Background: an optimization exercise with open tools, aiming at small area. Do not read the settings as production practice.
The RTL was checked by simulation tests, not by an equivalence proof against the original design.

==> inputs of job 7930 <==
==> flow/design.v <==
module ascon_permutation (
    input  logic [319:0] state_in,
    input  logic [3:0]   rc,
    output logic [319:0] state_out
);
function automatic [63:0] rot(input [63:0] x, input integer n);
    rot = (x >> n) | (x << (64 - n));
endfunction
logic [63:0] x0, x1, x2, x3, x4;
logic [63:0] a0, a1, a2, a3, a4;
logic [63:0] b0, b1, b2, b3, b4;
always_comb begin
    x0 = state_in[319:256];
    x1 = state_in[255:192];
    x2 = state_in[191:128] ^ {56'd0, ~rc, rc};
    x3 = state_in[127:64];
    x4 = state_in[63:0];
    a0 = x0 ^ x4;
    a4 = x4 ^ x3;
    a2 = x2 ^ x1;
    b0 = a0 ^ (~x1 & a2);
    b1 = x1 ^ (~a2 & x3);
    b2 = a2 ^ (~x3 & a4);
    b3 = x3 ^ (~a4 & a0);
    b4 = a4 ^ (~a0 & x1);
    b1 = b1 ^ b0;
    b0 = b0 ^ b4;
    b3 = b3 ^ b2;
    b2 = ~b2;
    state_out[319:256] = b0 ^ rot(b0, 19) ^ rot(b0, 28);
    state_out[255:192] = b1 ^ rot(b1, 61) ^ rot(b1, 39);
    state_out[191:128] = b2 ^ rot(b2, 1)  ^ rot(b2, 6);
    state_out[127:64]  = b3 ^ rot(b3, 10) ^ rot(b3, 17);
    state_out[63:0]    = b4 ^ rot(b4, 7)  ^ rot(b4, 41);
end
endmodule
module ascon_state_machine (
    input  logic       clk,
    input  logic       rst_n,
    input  logic       msg_start,
    input  logic       msg_last,
    output logic       run,         
    output logic [3:0] rc,
    output logic       absorb,      
    output logic       capture,     
    output logic       hash_ready
);
logic       start_prev;
logic [1:0] sq;
wire block_edge = msg_start & ~start_prev & ~run & ~hash_ready;
wire last_round = (rc == 4'd7);
always_ff @(posedge clk or negedge rst_n) begin
    if (!rst_n) begin
        start_prev <= 1'b0;
        run        <= 1'b0;
        rc         <= 4'd12;
        sq         <= 2'd0;
        hash_ready <= 1'b0;
    end else begin
        start_prev <= msg_start;
        if (run) begin
            rc <= last_round ? 4'd12 : rc + 4'd1;
            if (last_round) begin
                if (!msg_last) begin
                    run <= 1'b0;
                end else if (sq == 2'd3) begin
                    run        <= 1'b0;
                    hash_ready <= 1'b1;
                end else begin
                    sq <= sq + 2'd1;
                end
            end
        end else if (block_edge) begin
            run <= 1'b1;
        end
    end
end
assign absorb  = run & (rc == 4'd12) & (sq == 2'd0);
assign capture = run & (rc == 4'd12) & (sq != 2'd0);
endmodule
module ascon_statmachine_top (
    input logic clk,
    input logic rst_n,
    input logic [63:0] msg_in,
    input logic msg_start,
    input logic msg_last,
    output logic [0:255] hash_out,
    output wire hash_ready
);
localparam [319:0] INIT_STATE = 320'h6a7a78353667c5aac79a235d95b5ac4847cd172ccff3184fa1893074191cd8dc0033ab61e5b0cdbd;
logic [319:0] state;
logic [319:0] round_out;
logic [63:0]  h2, h1, h0;
logic         run, absorb, capture;
logic [3:0]   rc;
ascon_state_machine state_machine (
    .clk(clk),
    .rst_n(rst_n),
    .msg_start(msg_start),
    .msg_last(msg_last),
    .run(run),
    .rc(rc),
    .absorb(absorb),
    .capture(capture),
    .hash_ready(hash_ready)
);
ascon_permutation ascon_permutation (
    .state_in({state[319:256] ^ (msg_in & {64{absorb}}), state[255:0]}),
    .rc(rc),
    .state_out(round_out)
);
always_ff @(posedge clk) begin
    if (!rst_n)
        state <= INIT_STATE;
    else if (run)
        state <= round_out;
end
always_ff @(posedge clk) begin
    if (capture) begin
        h2 <= state[319:256];
        h1 <= h2;
        h0 <= h1;
    end
end
assign hash_out = {state[319:256], h2, h1, h0};
endmodule
==> flow/flow/run.sh <==
#!/bin/bash
# ORFS layout with area-oriented changes. Each tool's output goes to the ORFS
# logs under orfs/logs/ and the make output to synth_make.log / layout_make.log.
#  - synthesis: the standard synthesis script, unchanged except that ABC
#    maps for area (flow/area.abc) and full adders are not extracted first;
#    registers, flattening and renaming are as in the standard synthesis
#  - no timing repair at floorplan (REMOVE_ABC_BUFFERS)
#  - port buffers use the smallest buffer (buf_1) instead of clkdlybuf4s50_1
#  - CTS with clkbuf_8 buffers and without dummy loads
set -euo pipefail
W=$(pwd)
ABC_SCRIPT="$W/flow/area.abc"
{
  head -n 1 "$W/synth_recipe.tcl"
  sed "s#^source \$::env(SCRIPTS_DIR)/synth_preamble.tcl\$#&\nlset abc_args 1 $ABC_SCRIPT#" "$FLOW_HOME/scripts/synth.tcl"
  tail -n +3 "$W/synth_recipe.tcl"
} > "$W/area_synth.tcl"
grep -q "lset abc_args 1" "$W/area_synth.tcl"
bash standard.sh SYNTH_SCRIPT="$W/area_synth.tcl" ADDER_MAP_FILE= synth > synth_make.log 2>&1
# no sizing pass on the unbuffered area-mapped netlist at floorplan; the
# placement-stage repair_design buffers the high-fanout nets instead
export REMOVE_ABC_BUFFERS=1
export BUFFER_PORTS_ARGS="-buffer_cell sky130_fd_sc_hd__buf_1"
export CTS_ARGS="-sink_clustering_enable -repair_clock_nets -dont_use_dummy_load -buf_list sky130_fd_sc_hd__clkbuf_8 -sink_clustering_size 14 -sink_clustering_max_diameter 80"
bash standard.sh > layout_make.log 2>&1
==> flow/flow/area.abc <==
&get -n
&st
&dch
&nf -R 1000
&put
==> flow/standard.sh <==
#!/bin/bash
# synth_recipe.tcl (not shown) runs the flow's synth.tcl, then flattens the netlist and writes it again
# the make line also repeats each setting of config.mk as NAME=value (left out here)
make -C /OpenROAD-flow-scripts/flow DESIGN_CONFIG=/design/flow/config.mk WORK_HOME=/design/flow/orfs CLKGATE_MAP_FILE= SYNTH_SCRIPT=/design/flow/synth_recipe.tcl "${@:-finish}"
==> flow/config.mk <==
export PLATFORM = sky130hd
export DESIGN_NAME = ascon_statmachine_top
export DESIGN_NICKNAME = ascon_statmachine_top
export VERILOG_FILES = /design/flow/design.v
export SDC_FILE = /design/flow/constraint.sdc
export NUM_CORES = 4
export LEC_CHECK = 0
export CAP_MARGIN = 20
export CORE_MARGIN = 2
export CORE_UTILIZATION = 72
export SLEW_MARGIN = 20
==> flow/constraint.sdc <==
create_clock -name core_clock -period 6.0 [get_ports {clk}]
set_input_delay 1.2000 -clock core_clock [delete_from_list [all_inputs] [get_ports {clk}]]
set_output_delay 1.2000 -clock core_clock [all_outputs]
set_load 0.01 [all_outputs]
==> inputs of job 4362, as changes to job 7930 <==
==> flow/run.sh (new file) <==
#!/bin/bash
# synth_recipe.tcl (not shown) runs the flow's synth.tcl, then flattens the netlist and writes it again
# the make line also repeats each setting of config.mk as NAME=value (left out here)
make -C /OpenROAD-flow-scripts/flow DESIGN_CONFIG=/design/flow/config.mk WORK_HOME=/design/flow/orfs CLKGATE_MAP_FILE= SYNTH_SCRIPT=/design/flow/synth_recipe.tcl finish
--- a/flow/config.mk
+++ b/flow/config.mk
@@ -9,3 +9,3 @@
 export CORE_MARGIN = 2
-export CORE_UTILIZATION = 72
+export CORE_UTILIZATION = 40
 export SLEW_MARGIN = 20
removed: flow/flow/run.sh
removed: flow/flow/area.abc
removed: flow/standard.sh
==> summary.txt <==
Die
  – Die Y: 296 um

Placed design
  – Area after DPL: 38700 sq um

Worst setup path
  – FF-to-FF setup slack: 1.60 ns
  – Worst-path cell chain: inv_1, ha_1, nand4_4, buf_12, buf_4, or3_1, a21oi_1, xnor2_1, buf_4, xnor2_1, xnor2_1, nor2_1, o21ai_0
  – CP peak stage delay: 0.82 ns
  – Bufs and invs on worst path: 4

Yosys
  – Synth area leaders: xnor2_1 22%, dfxtp_1 19%, edfxtp_1 17%, xor2_1 6.2%, ha_1 4.8%
  – Post-synthesis sequential area ratio: 36.4%
  – Top cell type's share of synthesized area: 22.0%

STA
  – Fin crit share: 73.4%

Global routing
  – Initial antenna violation count: 3
  – Met1 Use GR: 38.4%

Layout
  – Multi-input combinational area share: 50.4%
  – Final non-clock buffer share: 9.02%
  – CLK BUF: 93
  – Fin util: 48.2%

Status
  – Status: complete, no violations
the above is filed under job 4362

==> summary.txt <==
Status
  – Status: complete, no violations

Layout
  – Multi-input combinational area share: 52.2%
  – Fin util: 81.4%

STA
  – Fin crit share: 81.5%

Yosys
  – Synth area leaders: xnor2_1 24%, dfxtp_1 21%, edfxtp_1 19%, xor2_1 11%, mux2i_1 6.7%
  – Top cell type's share of synthesized area: 24.0%

Global routing
  – Initial antenna violation count: 0

Worst setup path
  – FF-to-FF setup slack: 1.11 ns
the above is filed under job 7930



==> run a <==
RTL: the design.v shown in full above, as it stands there.
==> flow/config.mk <==
export PLATFORM = sky130hd
export DESIGN_NAME = ascon_statmachine_top
export DESIGN_NICKNAME = ascon_statmachine_top
export VERILOG_FILES = /design/flow/design.v
export SDC_FILE = /design/flow/constraint.sdc
export NUM_CORES = 4
export LEC_CHECK = 0
export CAP_MARGIN = 20
export CORE_MARGIN = 2
export CORE_UTILIZATION = 70
export SLEW_MARGIN = 20
==> flow/constraint.sdc <==
create_clock -name core_clock -period 6.0 [get_ports {clk}]
set_input_delay 1.2000 -clock core_clock [delete_from_list [all_inputs] [get_ports {clk}]]
set_output_delay 1.2000 -clock core_clock [all_outputs]
set_load 0.01 [all_outputs]
standard.sh (not shown) runs the stock make flow with config.mk's settings and CLKGATE_MAP_FILE= SYNTH_SCRIPT=/design/flow/synth_recipe.tcl, a recipe that flattens the netlist after the stock synthesis.
==> flow/flow/run.sh <==
#!/bin/bash
# Standard ORFS layout with area-oriented tweaks:
#  - port buffers use the smallest buffer (buf_1) instead of clkdlybuf4s50_1
#  - CTS with small clock buffers and without dummy loads
set -euo pipefail
export BUFFER_PORTS_ARGS="-buffer_cell sky130_fd_sc_hd__buf_1"
export CTS_ARGS="-sink_clustering_enable -repair_clock_nets -dont_use_dummy_load -buf_list {sky130_fd_sc_hd__clkbuf_4 sky130_fd_sc_hd__clkbuf_8}"
bash standard.sh > orfs_make.log 2>&1
==> run b: changes against run a <==
==> flow/flow/run.sh (replaced) <==
#!/bin/bash
# ORFS layout with area-oriented changes. Each tool's output goes to the ORFS
# logs under orfs/logs/ and the make output to synth_make.log / layout_make.log.
#  - synthesis: the standard synthesis script, unchanged except that ABC
#    maps for area (flow/area.abc) and full adders are not extracted first;
#    registers, flattening and renaming are as in the standard synthesis
#  - no timing repair at floorplan (REMOVE_ABC_BUFFERS)
#  - port buffers use the smallest buffer (buf_1) instead of clkdlybuf4s50_1
#  - CTS with clkbuf_16 buffers, large sink clusters and without dummy loads
set -euo pipefail
W=$(pwd)
ABC_SCRIPT="$W/flow/area.abc"
{
  head -n 1 "$W/synth_recipe.tcl"
  sed "s#^source \$::env(SCRIPTS_DIR)/synth_preamble.tcl\$#&\nlset abc_args 1 $ABC_SCRIPT#" "$FLOW_HOME/scripts/synth.tcl"
  tail -n +3 "$W/synth_recipe.tcl"
} > "$W/area_synth.tcl"
grep -q "lset abc_args 1" "$W/area_synth.tcl"
bash standard.sh SYNTH_SCRIPT="$W/area_synth.tcl" ADDER_MAP_FILE= synth > synth_make.log 2>&1
# no sizing pass on the unbuffered area-mapped netlist at floorplan; the
# placement-stage repair_design buffers the high-fanout nets instead
export REMOVE_ABC_BUFFERS=1
export BUFFER_PORTS_ARGS="-buffer_cell sky130_fd_sc_hd__buf_1"
export CTS_ARGS="-sink_clustering_enable -repair_clock_nets -dont_use_dummy_load -buf_list sky130_fd_sc_hd__clkbuf_16 -sink_clustering_size 24 -sink_clustering_max_diameter 120"
bash standard.sh > layout_make.log 2>&1
==> flow/flow/area.abc (new file) <==
&get -n
&st
&dch
&nf -R 1000
&put
Settings changed: CORE_UTILIZATION 70 to 72, GPL_TIMING_DRIVEN set to 0.
==> comparison table <==
metric	run b	run a
Run status	no timing/DRC/antenna violations	no timing/DRC/antenna violations
Non-clock buffer contribution to total cell area	5.312%	4.247%
Final net count	3393	4027
Worst hold path endpoint	h0[7]$_DFFE_PP_	h0[44]$_DFFE_PP_
Routed via count divided by cell count	6.205	6.448
Slowest Stage Delay on Critical Path	1.02 ns	0.88 ns
Slack of the critical path	0.6914 ns	0.9920 ns
Count of unique library cells instantiated by Yosys	27	67
Final critical path time including I/O delays and setup	5.309 ns	5.008 ns
Fraction of the cycle the final worst path needs	88.48%	83.47%
Routed wire length on met3	10580 um	19560 um
Worst reg2reg endpoint	state[292]$_SDFFE_PN1P_	state[233]$_SDFFE_PN1P_
Depth of the CTS H-tree	1	3
Wire length on met2	43700 um	53670 um
Fraction of standard cell area in multi-input logic	52.57%	55.61%
Sequential cell area fraction in the yosys report	41.36%	36.35%
Area of the die	0.04328 mm2	0.05051 mm2
Worst r2r path cells	13	9
Xor and xnor area share after synthesis	35.06%	32.15%
Cells after Synth	2946	3504


==> inputs of 06-22 <==
RTL: the design.v shown in full above, as it stands there.
==> flow/config.mk <==
export PLATFORM = sky130hd
export DESIGN_NAME = ascon_statmachine_top
export DESIGN_NICKNAME = ascon_statmachine_top
export VERILOG_FILES = /design/flow/design.v
export SDC_FILE = /design/flow/constraint.sdc
export NUM_CORES = 4
export LEC_CHECK = 0
export CAP_MARGIN = 20
export CORE_MARGIN = 2
export CORE_UTILIZATION = 72
export GPL_TIMING_DRIVEN = 0
export SLEW_MARGIN = 20
==> flow/constraint.sdc <==
create_clock -name core_clock -period 6.0 [get_ports {clk}]
set_input_delay 1.2000 -clock core_clock [delete_from_list [all_inputs] [get_ports {clk}]]
set_output_delay 1.2000 -clock core_clock [all_outputs]
set_load 0.01 [all_outputs]
==> flow/flow/run.sh <==
#!/bin/bash
# ORFS layout with area-oriented changes. Each tool's output goes to the ORFS
# logs under orfs/logs/ and the make output to synth_make.log / layout_make.log.
#  - synthesis: the standard synthesis script, unchanged except that ABC
#    maps for area (flow/area.abc) and full adders are not extracted first;
#    registers, flattening and renaming are as in the standard synthesis
#  - no timing repair at floorplan (REMOVE_ABC_BUFFERS)
#  - port buffers use the smallest buffer (buf_1) instead of clkdlybuf4s50_1
#  - CTS with clkbuf_16 buffers, large sink clusters and without dummy loads
set -euo pipefail
W=$(pwd)
ABC_SCRIPT="$W/flow/area.abc"
{
  head -n 1 "$W/synth_recipe.tcl"
  sed "s#^source \$::env(SCRIPTS_DIR)/synth_preamble.tcl\$#&\nlset abc_args 1 $ABC_SCRIPT#" "$FLOW_HOME/scripts/synth.tcl"
  tail -n +3 "$W/synth_recipe.tcl"
} > "$W/area_synth.tcl"
grep -q "lset abc_args 1" "$W/area_synth.tcl"
bash standard.sh SYNTH_SCRIPT="$W/area_synth.tcl" ADDER_MAP_FILE= synth > synth_make.log 2>&1
# no sizing pass on the unbuffered area-mapped netlist at floorplan; the
# placement-stage repair_design buffers the high-fanout nets instead
export REMOVE_ABC_BUFFERS=1
# repair_design buffers high-fanout nets with small buffers only
export DONT_USE_CELLS="sky130_fd_sc_hd__buf_6 sky130_fd_sc_hd__buf_8 sky130_fd_sc_hd__buf_12 sky130_fd_sc_hd__buf_16 sky130_fd_sc_hd__bufbuf_8 sky130_fd_sc_hd__bufbuf_16"
export BUFFER_PORTS_ARGS="-buffer_cell sky130_fd_sc_hd__buf_1"
export CTS_ARGS="-sink_clustering_enable -repair_clock_nets -dont_use_dummy_load -buf_list sky130_fd_sc_hd__clkbuf_16 -sink_clustering_size 24 -sink_clustering_max_diameter 120"
bash standard.sh > layout_make.log 2>&1
==> flow/flow/area.abc <==
&get -n
&st
&dch
&nf -R 1000
&put
==> 09-08: changes against 06-22 <==
==> flow/flow/run.sh (replaced) <==
#!/bin/bash
# Standard ORFS layout with area-oriented tweaks:
#  - port buffers use the smallest buffer (buf_1) instead of clkdlybuf4s50_1
#  - CTS with small clock buffers and without dummy loads
set -euo pipefail
export BUFFER_PORTS_ARGS="-buffer_cell sky130_fd_sc_hd__buf_1"
export CTS_ARGS="-sink_clustering_enable -repair_clock_nets -dont_use_dummy_load -buf_list sky130_fd_sc_hd__clkbuf_8"
bash standard.sh > orfs_make.log 2>&1
Settings changed: CORE_UTILIZATION 72 to 70, GPL_TIMING_DRIVEN 0 to default.
removed: flow/flow/area.abc
==> 12-06: changes against 06-22 <==
==> flow/flow/run.sh (replaced) <==
#!/bin/bash
# Standard ORFS layout with area-oriented tweaks:
#  - port buffers use the smallest buffer (buf_1) instead of clkdlybuf4s50_1
#  - CTS without dummy loads
#  - power (area) recovery after global routing downsizes non-critical cells
set -euo pipefail
export BUFFER_PORTS_ARGS="-buffer_cell sky130_fd_sc_hd__buf_1"
export CTS_ARGS="-sink_clustering_enable -repair_clock_nets -dont_use_dummy_load"
export RECOVER_POWER=100
bash standard.sh > orfs_make.log 2>&1
Settings changed: CORE_UTILIZATION 72 to 60, GPL_TIMING_DRIVEN 0 to default.
removed: flow/flow/area.abc
==> 02-09: changes against 06-22 <==
--- a/flow/flow/run.sh
+++ b/flow/flow/run.sh
@@ -22,4 +22,2 @@
 export REMOVE_ABC_BUFFERS=1
-# repair_design buffers high-fanout nets with small buffers only
-export DONT_USE_CELLS="sky130_fd_sc_hd__buf_6 sky130_fd_sc_hd__buf_8 sky130_fd_sc_hd__buf_12 sky130_fd_sc_hd__buf_16 sky130_fd_sc_hd__bufbuf_8 sky130_fd_sc_hd__bufbuf_16"
 export BUFFER_PORTS_ARGS="-buffer_cell sky130_fd_sc_hd__buf_1"
Settings changed: CAP_MARGIN 20 to 0, SLEW_MARGIN 20 to 0.
==> results by group <==
Outcome
  • Layout check faults: max-capacitance violations, max-slew violations
  • Outcome: failed layout checks

Synthesis
  • Sequential element share of the synthesized area: 0.414

Timing
  • Worst Hold Slack: 0.433 ns
  • Max Slew Vio Count: 5
  • Slew HR: -0.0106

Detailed routing
  • Final wirelength: 98,700 um

Flow run
  • Reported max-cap violation count: 1

Final layout
  • Clock buffers and inverters, area share: 0.0190

Worst setup path
  • Worst Setup SP: state_machine.rc[3]
Source of the figures above: 02-09

==> results by group <==
Final layout
  • # diodes: 2

Outcome
  • Outcome: finished clean

Synthesis
  • Simple-gate portion of the synthesized area: 0.0989
  • Sequential element share of the synthesized area: 0.364

Global route
  • M2 GR Usage: 0.737

Worst setup path
  • CP Max Fanout: 63
  • Worst Setup SP: state_machine.run
  • Kind of cell adding the most delay to the critical path: simple AND/OR/NAND/NOR gates

Timing
  • Worst Hold Slack: 0.439 ns
  • Max Slew Vio Count: 0

Flow run
  • Reported max-cap violation count: 0

Detailed routing
  • Final wirelength: 131,000 um

Floorplanning
  • Initial core utilization: 0.711
Source of the figures above: 09-08

==> results by group <==
Timing
  • Max Slew Vio Count: 0
  • Slew HR: 0.139

Worst setup path
  • Worst Setup SP: state_machine.run

Final layout
  • Non-filler instance count after layout: 3,855
  • Clock buffers and inverters, area share: 0.0189

Synthesis
  • Sequential element share of the synthesized area: 0.414
  • Cells after synthesis: 2,946
  • Area share of fa/ha/maj cells after synthesis: 0.0207

Flow run
  • Reported max-cap violation count: 0

Detailed routing
  • Wire per inst: 25.6 um
  • Final wirelength: 98,900 um
  • Drt drc: 0

Outcome
  • Outcome: finished clean
Source of the figures above: 06-22

==> results by group <==
Final layout
  • P&R area growth vs syn: 9.63%

Worst setup path
  • R2R Setup Slk: 0.94 ns
  • Worst Setup SP: rst_n

Detailed routing
  • Met2 wire len: 56,700 um
  • Final wirelength: 134,000 um

Synthesis
  • Post-synth top cells: 858 x xnor2_1, 351 x nor2_1, 320 x dfxtp_1

Timing
  • Slew HR: -0.906
  • Max Slew Vio Count: 329
  • Worst Hold Slack: 0.435 ns

Outcome
  • Outcome: failed layout checks
  • Layout check faults: max-capacitance violations, max-slew violations

Flow run
  • Reported max-cap violation count: 8
Source of the figures above: 12-06

## what the ideal ports hide
In the flow no input, the clock included, has a driving cell. The finished layouts below were timed again as built, in two steps. Step 1, drivers: a clkbuf_16 drives clk and a buf_2 each remaining input, both assumed. Step 2 also shifts input and output timing later by t, the mid clock arrival at the registers, as if the neighbouring blocks saw the same clock. a / b / c = ideal / step 1 / step 2; a / b = the first two.
run	shift t [ns]	slack for setup (ns)	worst data-port slew with drivers (ns)
job 7930	0.722	1.110 / 1.110 / 1.110	0.05
job 4362	0.683	1.597 / 1.597 / 1.597	0.06
run a	0.736	0.992 / 0.992 / 0.992	0.04
run b	0.654	0.691 / 0.691 / 0.691	0.06
06-22	0.654	0.691 / 0.691 / 0.691	0.06
09-08	0.736	0.992 / 0.992 / 0.992	0.04
12-06	0.679	0.927 / 0.940 / 0.291	0.06
02-09	0.651	0.457 / 0.457 / 0.457	0.07
For 12-06, which loses most, drivers alone change the setup slack by +0.013 ns; drivers and shift together by -0.636 ns.
